From an optimization exercise on the open Yosys and OpenROAD flow, aimed at small area, a short achievable clock period and few clock cycles per item; shortcuts taken in it are not production practice.
Power and IR drop assume default switching activity.

==> flow/design.v (excerpt) <==
module huffman(clk, reset, gray_valid, gray_data, CNT_valid, CNT1, CNT2, CNT3, CNT4, CNT5, CNT6,
    code_valid, HC1, HC2, HC3, HC4, HC5, HC6, M1, M2, M3, M4, M5, M6 );
Size in the first run: roughly 890 cells after synthesis, roughly 130 flip-flops, roughly 0.0081 mm2 of cells after synthesis.
==> module huffman, before the edit <==
module huffman(clk, reset, gray_valid, gray_data, CNT_valid, CNT1, CNT2, CNT3, CNT4, CNT5, CNT6,
    code_valid, HC1, HC2, HC3, HC4, HC5, HC6, M1, M2, M3, M4, M5, M6 );
input clk;
input reset;
input gray_valid;
input [7:0] gray_data;
output CNT_valid;
output [7:0] CNT1, CNT2, CNT3, CNT4, CNT5, CNT6;
output code_valid;
output [7:0] HC1, HC2, HC3, HC4, HC5, HC6;
output [7:0] M1, M2, M3, M4, M5, M6;
	reg [6:0] w [0:5];    
	reg [2:0] ptr [0:5];  
	reg [3:0] hc [0:5];
	reg [3:0] mk [0:5];   
	reg started;          
	reg act;              
	reg ph;               
	reg [4:1] fm;         
	assign CNT1 = {1'b0, w[5]};
	assign CNT2 = {1'b0, w[0]};
	assign CNT3 = {1'b0, w[1]};
	assign CNT4 = {1'b0, w[2]};
	assign CNT5 = {1'b0, w[3]};
	assign CNT6 = {1'b0, w[4]};
	assign HC1 = {3'b0, ptr[0][1], hc[0]};
	assign HC2 = {3'b0, ptr[1][1], hc[1]};
	assign HC3 = {3'b0, ptr[2][1], hc[2]};
	assign HC4 = {3'b0, ptr[3][1], hc[3]};
	assign HC5 = {3'b0, ptr[4][1], hc[4]};
	assign HC6 = {3'b0, ptr[5][1], hc[5]};
	assign M1 = {3'b0, ptr[0][0], mk[0][3:1], 1'b1};
	assign M2 = {3'b0, ptr[1][0], mk[1][3:1], 1'b1};
	assign M3 = {3'b0, ptr[2][0], mk[2][3:1], 1'b1};
	assign M4 = {3'b0, ptr[3][0], mk[3][3:1], 1'b1};
	assign M5 = {3'b0, ptr[4][0], mk[4][3:1], 1'b1};
	assign M6 = {3'b0, ptr[5][0], mk[5][3:1], 1'b1};
	wire detect = started && !gray_valid;
	assign CNT_valid = act && fm[4];
	assign code_valid = !act && !fm[1];
	wire sum = act && ph;
	wire ins = act && !ph;
	wire last = ins && w[2][6] && w[2][5] && w[2][4];
	function lt;
		input [6:0] a, b;
		integer n;
		begin
			lt = 1'b0;
			for (n = 0; n < 7; n = n + 1) lt = (a[n] == b[n]) ? lt : b[n];
		end
	endfunction
	wire [6:0] N = w[0];
	reg [6:0] Nc;
	wire [5:1] l;
	genvar k;
	generate for (k = 1; k < 6; k = k + 1) begin : cmp
		assign l[k] = lt(w[k], Nc);
	end endgenerate
	wire [6:0] c = {1'b0, l[5], l[4:1] | fm, 1'b1};
	wire [6:1] mv = {sum, {5{act}} & (c[5:1] | {5{ph}})};
	wire [2:0] q = {c[4], c[2] & !c[4], (c[1] & !c[2]) | (c[3] & !c[4]) | c[5]};
	wire [6:0] ap = w[0] ^ w[1], ag = w[0] & w[1];
	wire [6:0] cy;
	assign cy[0] = 1'b0;
	assign cy[1] = ag[0];
	assign cy[2] = ag[1] | (ap[1] & ag[0]);
	wire g32 = ag[3] | (ap[3] & ag[2]), p32 = ap[3] & ap[2];
	wire g54 = ag[5] | (ap[5] & ag[4]), p54 = ap[5] & ap[4];
	assign cy[3] = ag[2] | (ap[2] & cy[2]);
	assign cy[4] = g32 | (p32 & cy[2]);
	assign cy[5] = ag[4] | (ap[4] & cy[4]);
	assign cy[6] = g54 | (p54 & cy[4]);
	wire [6:0] ws = ap ^ cy;
	always @(posedge clk or posedge reset) begin
		if (reset) begin
			started <= 0;
			act <= 0;
			ph <= 0;
			fm <= 4'b1111;
		end else begin
			started <= gray_valid || (started && !detect);
			act <= detect || (act && !last);
			ph <= ins && !fm[1];
			if (ins) fm <= {1'b0, fm[4:2]};
		end
	end
	wire [2:0] g = gray_data[2:0];
	wire [5:0] en = {gray_valid && g == 3'd6, gray_valid && g == 3'd5, gray_valid && g == 3'd4,
	                 gray_valid && g == 3'd3, gray_valid && g == 3'd2, gray_valid && g == 3'd1};
	wire [2:0] slot [0:5];
	assign slot[0] = 3'd5; assign slot[1] = 3'd0; assign slot[2] = 3'd1;
	assign slot[3] = 3'd2; assign slot[4] = 3'd3; assign slot[5] = 3'd4;
	genvar j;
	generate for (j = 0; j < 6; j = j + 1) begin : ent
		localparam integer s = (j == 5) ? 0 : j + 1;
		wire [6:0] up = (j < 5) ? w[j + 1] : 7'h7f;
		wire [6:0] ones;    
		assign ones[0] = 1'b1;
		genvar n;
		for (n = 1; n < 7; n = n + 1) begin : pre
			assign ones[n] = &w[j][n - 1:0];
		end
		wire [6:0] inc = w[j] ^ (ones & {7{en[s]}});
		wire tu = (j == 0) ? ins && c[1] : mv[j + 1];
		wire tn = (j == 0) ? act && !tu : mv[j] && !mv[j + 1];
		wire [6:0] nv = (j == 0) ? (sum ? ws : N) : N;
		wire [6:0] d = ({7{tu}} & up) | ({7{tn}} & nv) | ({7{!tu && !tn}} & inc);
		always @(posedge clk or posedge reset) begin
			if (reset) w[j] <= 0;
			else w[j] <= d;
		end
		if (j == 0) begin : copy
			always @(posedge clk) Nc <= d;
		end
	end endgenerate
	reg [2:0] qr;
	always @(posedge clk or posedge reset) begin
		if (reset) qr <= 0;
		else qr <= last ? 3'd0 : sum ? 3'd7 : ins ? q : 3'd0;
	end
	genvar i;
	generate for (i = 0; i < 6; i = i + 1) begin : sym
		wire [2:0] p = ptr[i];
		wire [2:0] pm1 = {p[2] & (p[1] | p[0]), p[1] ^ !p[0], !p[0]};  
		wire z = p == 3'd0;
		wire [2:0] pe = z ? ((qr == 3'd7) ? 3'd0 : qr) : ((p <= qr) ? pm1 : p);
		wire a = (sum && pe[2:1] == 2'd0) || last;
		wire a0 = (sum && pe == 3'd0) || (last && ((pe == 3'd0) ^ c[1]));
		always @(posedge clk or posedge reset) begin
			if (reset) begin
				ptr[i] <= slot[i];
				hc[i] <= 0;
				mk[i] <= 0;
			end else begin
				ptr[i] <= last ? {1'b0, mk[i][3] && a0, mk[i][3]} : pe;
				mk[i] <= mk[i] | ({4{a}} & {mk[i][2:0], 1'b1});
				hc[i] <= hc[i] | ({4{a0}} & {mk[i][2:0], 1'b1} & ~mk[i]);
			end
		end
	end endgenerate
endmodule
export LEC_CHECK = 0
export CAP_MARGIN = 20
export CORE_MARGIN = 2
export CORE_UTILIZATION = 40
export SETUP_SLACK_MARGIN = 2.5
export SLEW_MARGIN = 20
create_clock -name core_clock -period 5.0 [get_ports {clk}]
standard.sh (not shown) runs the stock make flow with config.mk's settings and CLKGATE_MAP_FILE= SYNTH_SCRIPT=/design/flow/synth_recipe.tcl, a recipe that flattens the netlist after the stock synthesis.
==> flow/flow/run.sh <==
#!/bin/bash
# The standard layout, with plain buffers on the ports instead of the
# resizer's default pick (a slow delay cell), and a clock tree without the
# dummy balancing loads.
set -euo pipefail
export BUFFER_PORTS_ARGS="-buffer_cell sky130_fd_sc_hd__buf_2"
export CTS_ARGS="-sink_clustering_enable -repair_clock_nets -dont_use_dummy_load -buf_list {sky130_fd_sc_hd__clkbuf_4 sky130_fd_sc_hd__clkbuf_8}"
bash standard.sh > standard.log 2>&1
Next try:
--- a/flow/design.v
+++ b/flow/design.v
@@ -40,21 +40,20 @@
 	assign code_valid = !act && !fm[1];
 	wire sum = act && ph;
 	wire ins = act && !ph;
-	wire last = ins && w[2][6] && w[2][5] && w[2][4];
+	wire last = sum && w[2][6] && w[2][5] && w[2][4];
 	function lt;
 		input [6:0] a, b;
 		integer n;
 		begin
 			lt = 1'b0;
-			for (n = 0; n < 7; n = n + 1) lt = (a[n] == b[n]) ? lt : b[n];
+			for (n = 0; n < 7; n = n + 1) lt = (!a[n] && b[n]) || (!(a[n] && !b[n]) && lt);
 		end
 	endfunction
 	wire [6:0] N = w[0];
-	reg [6:0] Nc;
 	wire [5:1] l;
 	genvar k;
 	generate for (k = 1; k < 6; k = k + 1) begin : cmp
-		assign l[k] = lt(w[k], Nc);
+		assign l[k] = lt(w[k], N);
 	end endgenerate
 	wire [6:0] c = {1'b0, l[5], l[4:1] | fm, 1'b1};
 	wire [6:1] mv = {sum, {5{act}} & (c[5:1] | {5{ph}})};
@@ -109,23 +108,30 @@
 			if (reset) w[j] <= 0;
 			else w[j] <= d;
 		end
-		if (j == 0) begin : copy
-			always @(posedge clk) Nc <= d;
+	end endgenerate
+	reg [5:1] cr;
+	reg sr, ir;
+	always @(posedge clk or posedge reset) begin
+		if (reset) begin
+			cr <= 0;
+			sr <= 0;
+			ir <= 0;
+		end else begin
+			cr <= c[5:1];
+			sr <= sum && !last;
+			ir <= ins;
 		end
-	end endgenerate
-	reg [2:0] qr;
-	always @(posedge clk or posedge reset) begin
-		if (reset) qr <= 0;
-		else qr <= last ? 3'd0 : sum ? 3'd7 : ins ? q : 3'd0;
 	end
+	wire [6:0] crx = {1'b0, cr, 1'b1};
+	wire [2:0] qr = {cr[4], cr[2] & !cr[4], (cr[1] & !cr[2]) | (cr[3] & !cr[4]) | cr[5]};
 	genvar i;
 	generate for (i = 0; i < 6; i = i + 1) begin : sym
 		wire [2:0] p = ptr[i];
 		wire [2:0] pm1 = {p[2] & (p[1] | p[0]), p[1] ^ !p[0], !p[0]};  
 		wire z = p == 3'd0;
-		wire [2:0] pe = z ? ((qr == 3'd7) ? 3'd0 : qr) : ((p <= qr) ? pm1 : p);
-		wire a = (sum && pe[2:1] == 2'd0) || last;
-		wire a0 = (sum && pe == 3'd0) || (last && ((pe == 3'd0) ^ c[1]));
+		wire [2:0] pe = (sr || ir) ? (z ? (sr ? 3'd0 : qr) : ((sr || crx[p]) ? pm1 : p)) : p;
+		wire a = sum && pe[2:1] == 2'd0;
+		wire a0 = sum && pe == 3'd0;
 		always @(posedge clk or posedge reset) begin
 			if (reset) begin
 				ptr[i] <= slot[i];
Effect: The new run completed without violations. Die area went up by 6.0%. Total power went up by 4.2%. Hold slack degrades by 0.0070 ns. Wire length went up by 13%. Setup slack improves by 0.039 ns. Synthesized area went up by 6.2%. Synthesized cell count went up by 4.8%. Clock skew is about the same. Non-clock buffer count went up by 17. Core utilization went up by 0.30 points. Final cell count went up by 4.0%. Design area went up by 5.6%. Maximum frequency went up by 1.6%. Clock power went up by about 1%.
No run of this note included a check of the RTL's function; only the layout flow was run.

[re-timing with driven ports]
No port has a modelled driver above. Below, the same layouts with a new extraction and two added sets of constraints. Step 1, drivers: a clkbuf_16 drives clk and a buf_2 each remaining input, both assumed. Step 2 times the ports against the registers' clock, not the clock port: input delays grow and output delays shrink by t, the midpoint of the rising clock arrivals with the driver on. Three values: no drivers, after step 1, after step 2; two values: the first two.
| run | shift t [ns] | slack for setup (ns) | worst hold slack (ns) |
|---|---|---|---|
| the first run | 0.464 | 2.551 / 2.514 / 2.128 | 0.459 / 0.459 / 0.459 |
| the second run | 0.477 | 2.590 / 2.572 / 2.144 | 0.452 / 0.452 / 0.452 |
After both steps every run listed still meets setup and hold. The setup slack of the second run, which loses most, moves by -0.018 ns with the drivers and by -0.446 ns with both steps.
